Background: an optimization exercise with open tools, aiming at a short achievable clock period and few clock cycles. Do not read the settings as production practice. RTL that was checked went through simulation tests only; none was proved equivalent to the original. Power and IR drop assume default switching activity.

== main ==
Design MCU, start of the top module:
module MCU(clk,reset,imem_addr,imem_data,dmem_addr,dmem_we,dmem_wdata,dmem_rdata,
           in_data,out_we,out_addr,out_data);
Size in the first run: about 77 I/O pins, ~0.018 mm² of cells after synthesis.
==> module MCU_add8, before the edit <==
module MCU_add8(a, b, s, cout);
parameter CIN = 1'b0;
input  [7:0] a, b;
output [7:0] s;
output       cout;
wire [7:0] p, c;
MCU_pfx8 #(.CIN(CIN)) u_pfx (.a(a), .b(b), .p(p), .c(c), .cout(cout));
MCU_xor8 u_xor (.p(p), .c(c), .s(s));
endmodule
==> module MCU_xor8, before the edit <==
module MCU_xor8(p, c, s);
input  [7:0] p, c;
output [7:0] s;
assign s = p ^ c;
endmodule
==> module MCU_pfx8, before the edit <==
module MCU_pfx8(a, b, p, c, cout);
parameter CIN = 1'b0;
input  [7:0] a, b;
output [7:0] p, c;
output       cout;
wire [7:0] p0 = a ^ b;
assign p = p0;
wire       cin = CIN;
wire [7:0] g0 = (a & b) | {7'b0, p0[0] & cin};
wire [7:0] g1, p1, g2, p2, g3;
genvar i;
generate
  for (i = 0; i < 8; i = i + 1) begin : l1
    if (i >= 1) begin : x
      assign g1[i] = g0[i] | (p0[i] & g0[i-1]);
      assign p1[i] = p0[i] & p0[i-1];
    end else begin : y
      assign g1[i] = g0[i];
      assign p1[i] = p0[i];
    end
  end
  for (i = 0; i < 8; i = i + 1) begin : l2
    if (i >= 2) begin : x
      assign g2[i] = g1[i] | (p1[i] & g1[i-2]);
      assign p2[i] = p1[i] & p1[i-2];
    end else begin : y
      assign g2[i] = g1[i];
      assign p2[i] = p1[i];
    end
  end
  for (i = 0; i < 8; i = i + 1) begin : l3
    if (i >= 4) begin : x
      assign g3[i] = g2[i] | (p2[i] & g2[i-4]);
    end else begin : y
      assign g3[i] = g2[i];
    end
  end
endgenerate
assign c    = {g3[6:0], cin};
assign cout = g3[7];
endmodule
export LEC_CHECK = 0
export ABC_CLOCK_PERIOD_IN_PS = 2000
export CAP_MARGIN = 20
export CORE_MARGIN = 2
export CORE_UTILIZATION = 40
export SLEW_MARGIN = 20
export SYNTH_HIERARCHICAL = 1
export TNS_END_PERCENT = 100
create_clock -name core_clock -period 8.0 [get_ports {clk}]
standard.sh (not shown) runs the stock make flow with config.mk's settings and CLKGATE_MAP_FILE= SYNTH_SCRIPT=/design/flow/synth_recipe.tcl, a recipe that flattens the netlist after the stock synthesis.
==> flow/flow/run.sh <==
#!/bin/bash
set -euo pipefail
bash standard.sh SETUP_SLACK_MARGIN=5.5 MATCH_CELL_FOOTPRINT=0 \
  "BUFFER_PORTS_ARGS=-buffer_cell sky130_fd_sc_hd__buf_4" finish > standard_flow.log 2>&1
Testbench counts of main, summed over its fixed seeds: cycles 136,101.
The inputs of the feature branch differ from those of main as listed below.
diff --git a/flow/design.v b/flow/design.v
--- a/flow/design.v
+++ b/flow/design.v
@@ -3,24 +3,9 @@
 parameter CIN = 1'b0;
 input  [7:0] a, b;
 output [7:0] s;
 output       cout;
-wire [7:0] p, c;
-MCU_pfx8 #(.CIN(CIN)) u_pfx (.a(a), .b(b), .p(p), .c(c), .cout(cout));
-MCU_xor8 u_xor (.p(p), .c(c), .s(s));
-endmodule
-module MCU_xor8(p, c, s);
-input  [7:0] p, c;
-output [7:0] s;
-assign s = p ^ c;
-endmodule
-module MCU_pfx8(a, b, p, c, cout);
-parameter CIN = 1'b0;
-input  [7:0] a, b;
-output [7:0] p, c;
-output       cout;
 wire [7:0] p0 = a ^ b;
-assign p = p0;
 wire       cin = CIN;
 wire [7:0] g0 = (a & b) | {7'b0, p0[0] & cin};
 wire [7:0] g1, p1, g2, p2, g3;
 genvar i;
@@ -50,9 +35,9 @@
       assign g3[i] = g2[i];
     end
   end
 endgenerate
-assign c    = {g3[6:0], cin};
+assign s    = p0 ^ {g3[6:0], cin};
 assign cout = g3[7];
 endmodule
 module MCU_alu(a, b, a2, b2, sh, mskl, mskr, op_add, op_sub, op_slt, op_and, op_or,
                op_xor, op_not, op_mov, op_shl, op_shr, op_ld, op_in,
Findings:
The feature branch vs main — wire length rose about 1.6%.
main and the feature branch ended up with roughly the same final area.
Total stage count of the critical path: lower on main
Between main and the feature branch, area growth from synthesis to final layout is higher for main, the feature branch comes in under that.
Looking at cell with the biggest individual delay on the critical path, the sky130_fd_sc_hd__edfxtp_1 result is from main; the sky130_fd_sc_hd__a221o_2 one comes from the feature branch.
In the feature branch, proportion of power drawn by combinational gates is higher than in main.
Looking at leakage component of the power, the feature branch sits below main.
There was hardly any difference in multi-input gate share of total cell area between main and the feature branch.
Testbench counts of the feature branch, summed over its fixed seeds: cycles 136,101.

* * *

MCU, a different RTL version from the one above (not shown whole).
Size: about 1600 cells after synthesis.
Design MCU, start of the top module:
module MCU(clk,reset,imem_addr,imem_data,dmem_addr,dmem_we,dmem_wdata,dmem_rdata,
           in_data,out_we,out_addr,out_data);
==> flow/config.mk <==
export PLATFORM = sky130hd
export DESIGN_NAME = MCU
export DESIGN_NICKNAME = MCU
export VERILOG_FILES = /design/flow/design.v
export SDC_FILE = /design/flow/constraint.sdc
export NUM_CORES = 4
export LEC_CHECK = 0
export ABC_CLOCK_PERIOD_IN_PS = 2000
export CAP_MARGIN = 20
export CORE_MARGIN = 2
export CORE_UTILIZATION = 40
export SLEW_MARGIN = 20
export SYNTH_HIERARCHICAL = 1
export TNS_END_PERCENT = 100
==> flow/constraint.sdc <==
create_clock -name core_clock -period 8.0 [get_ports {clk}]
set_input_delay 1.6000 -clock core_clock [delete_from_list [all_inputs] [get_ports {clk}]]
set_output_delay 1.6000 -clock core_clock [all_outputs]
set_load 0.01 [all_outputs]
Scripts as last shown in full above: flow/flow/run.sh
Edit:
--- a/flow/design.v
+++ b/flow/design.v
@@ -190,13 +190,12 @@
                  OP_LD  = 5'b00111, OP_ST  = 5'b01000, OP_MOV = 5'b01001,
                  OP_JMP = 5'b01010, OP_JMR = 5'b01011, OP_JML = 5'b01100,
                  OP_ORI = 5'b01101, OP_XOR = 5'b01110, OP_SHL = 5'b01111,
                  OP_SHR = 5'b10001, OP_BZ  = 5'b10010, OP_BNZ = 5'b10011,
                  OP_IN  = 5'b10100, OP_OUT = 5'b10101;
 reg [7:0]  pc_f;         
-reg [7:0]  pc_o;         
 reg        kill_f;       
 reg [16:0] ir_d;         
 reg [7:0]  pc1_d;        
 reg        kill_d;       
 reg [7:0]  a_ex, b_ex;   
 reg [7:0]  a2_ex, b2_ex;   
@@ -324,23 +323,19 @@
         | (fexr & (fc_pol ? ~frfz : frfz))
         | (fdec & (fc_pol ? ~fdecz : fdecz))
         | (dv & (d_jmp | d_jml | (d_jmr & ~fwd_a)))
         | (dv & ~fwd_a & ((d_bz & rf_a_zero) | (d_bnz & ~rf_a_zero)));
 wire e2 = (dv & fwd_a & ~defer & d_bz) | (fexe & ~fc_pol);
 wire e3 = (dv & fwd_a & ~defer & d_bnz) | (fexe & fc_pol);
-wire ts1 = unfold;                                    
-wire ts2 = fold_v & fv_pred;                          
-wire ts3 = (fold_v & ~fv_pred) | (fold_f & ~unfold);  
-wire ts4 = recover & d_isbr;
-wire ts5 = (recover & ~d_isbr) | (take_ex & ~jr_ex);
-wire ts6 = take_ex & jr_ex;
-wire ts7 = dv & d_jmr;
-wire ts8 = ~(ts1 | ts2 | ts3 | ts4 | ts5 | ts6 | ts7);
-wire [7:0] t = ({8{ts1}} & (fc_s - 8'd2)) | ({8{ts2}} & fc_x3) | ({8{ts3}} & fc_t)
-             | ({8{ts4}} & t1_ex) | ({8{ts5}} & t_ex) | ({8{ts6}} & a2_ex)
-             | ({8{ts7}} & rf_a) | ({8{ts8}} & t_rel);
+wire [7:0] t = unfold ? fc_s - 8'd2
+             : fold_v ? (fv_pred ? fc_x3 : fc_t)
+             : fold_f ? fc_t
+             : recover ? (d_isbr ? t1_ex : t_ex)
+             : take_ex ? (jr_ex ? a2_ex : t_ex)
+             : (dv & d_jmr) ? rf_a
+             : t_rel;
 wire [4:0] fop = imem_data[16:12];
 wire n_add = (fop == OP_ADD) | (fop == OP_ADI);
 wire n_sub = (fop == OP_SUB);
 wire n_slt = (fop == OP_SLT);
 wire n_and = (fop == OP_ANI);
 wire n_or  = (fop == OP_ORI);
@@ -396,23 +391,18 @@
 wire [7:0] pc_j0, pc_j1;
 MCU_jsel u_jsel (.ra(alu_ex), .rd(dmem_rdata), .ri(in_data),
                  .jra(jr & ~ld_ex & ~in_ex), .jrd(jr & ld_ex), .jri(jr & in_ex),
                  .c0(pc_c0), .c1(pc_c1), .j0(pc_j0), .j1(pc_j1));
 MCU_bsel u_bsel (.b(f_br), .c0(pc_j0), .c1(pc_j1), .k1(pc_k1), .pc(pc_nxt),
                  .kill(kill_nxt));
-wire [7:0] pc_nxt_o;
-wire       kill_nxt_o;
-MCU_bsel u_bsel_o (.b(f_br), .c0(pc_j0), .c1(pc_j1), .k1(pc_k1), .pc(pc_nxt_o),
-                   .kill(kill_nxt_o));
-assign imem_addr = pc_o;
+assign imem_addr = pc_f;
 wire kd = kill_f | kill_cur | frecover;    
 always @(posedge clk or negedge reset)
 begin
   if (!reset) begin
     pc_f    <= 8'd0;
-    pc_o    <= 8'd0;
     kill_f  <= 1'b0;
     ir_d    <= 17'd0;
     d_add <= 1'b0;
     fwd_a_r <= 1'b0;
     fwd_b_r <= 1'b0;
     d_sub <= 1'b0;
@@ -451,13 +441,12 @@
     fc_v    <= 1'b0;
     fold_f  <= 1'b0;
     fold_v  <= 1'b0;
     pf_en   <= 1'b0;
   end else begin
     pc_f    <= pc_nxt;
-    pc_o    <= pc_nxt_o;
     kill_f  <= kill_nxt;
     ir_d    <= (kill_f | kill_cur | frecover) ? 17'd0 : imem_data;
     d_add <= kd ? 1'b0 : n_add;
     fwd_a_r <= kd ? 1'b0 : fwd_a_n;
     fwd_b_r <= kd ? 1'b0 : fwd_b_n;
     d_sub <= kd ? 1'b0 : n_sub;
After rerunning:
- cell area decreases by 0.32%
- global-route usage went up by 0.73 points
- die area stays flat
- clock-buffer cell count goes up by 7
- wire length came out higher by 2.0%
- synthesized area hardly moves
No functional check of the RTL was part of any run of this note.

[re-timing with driven ports]
In the flow no input, the clock included, has a driving cell. The finished layouts below were timed again as built, in two steps.
Step 1 sets driving cells, clkbuf_16 on the clock port and buf_2 on the other inputs (assumed; they add their load-dependent delay and slew).
Step 2 adds t to the input delays and takes it off the output delays; t is the mean of the earliest and latest rising clock arrival at the registers after step 1. Input paths then give back, and output paths get back, about the clock's delay inside the block.
Slacks: no drivers / after step 1 / after step 2; pairs: no drivers / after step 1.
run | t (ns) | slack for setup (ns) | hold WS [ns] | worst setup path after step 2
main | 0.597 | 5.306 / 5.256 / 4.725 | 0.336 / 0.336 / 0.336 | input to register
the feature branch | 0.593 | 5.230 / 5.230 / 4.680 | 0.346 / 0.346 / 0.346 | input to register
the first run of note 2 | 0.611 | 4.983 / 4.983 / 4.755 | 0.336 / 0.336 / 0.336 | input to register
the second run of note 2 | 0.603 | 4.985 / 4.948 / 4.792 | 0.341 / 0.341 / 0.341 | input to register
After both steps setup and hold are still met in every run listed. For main, which loses most, drivers alone change the setup slack by -0.050 ns; drivers and shift together by -0.581 ns.
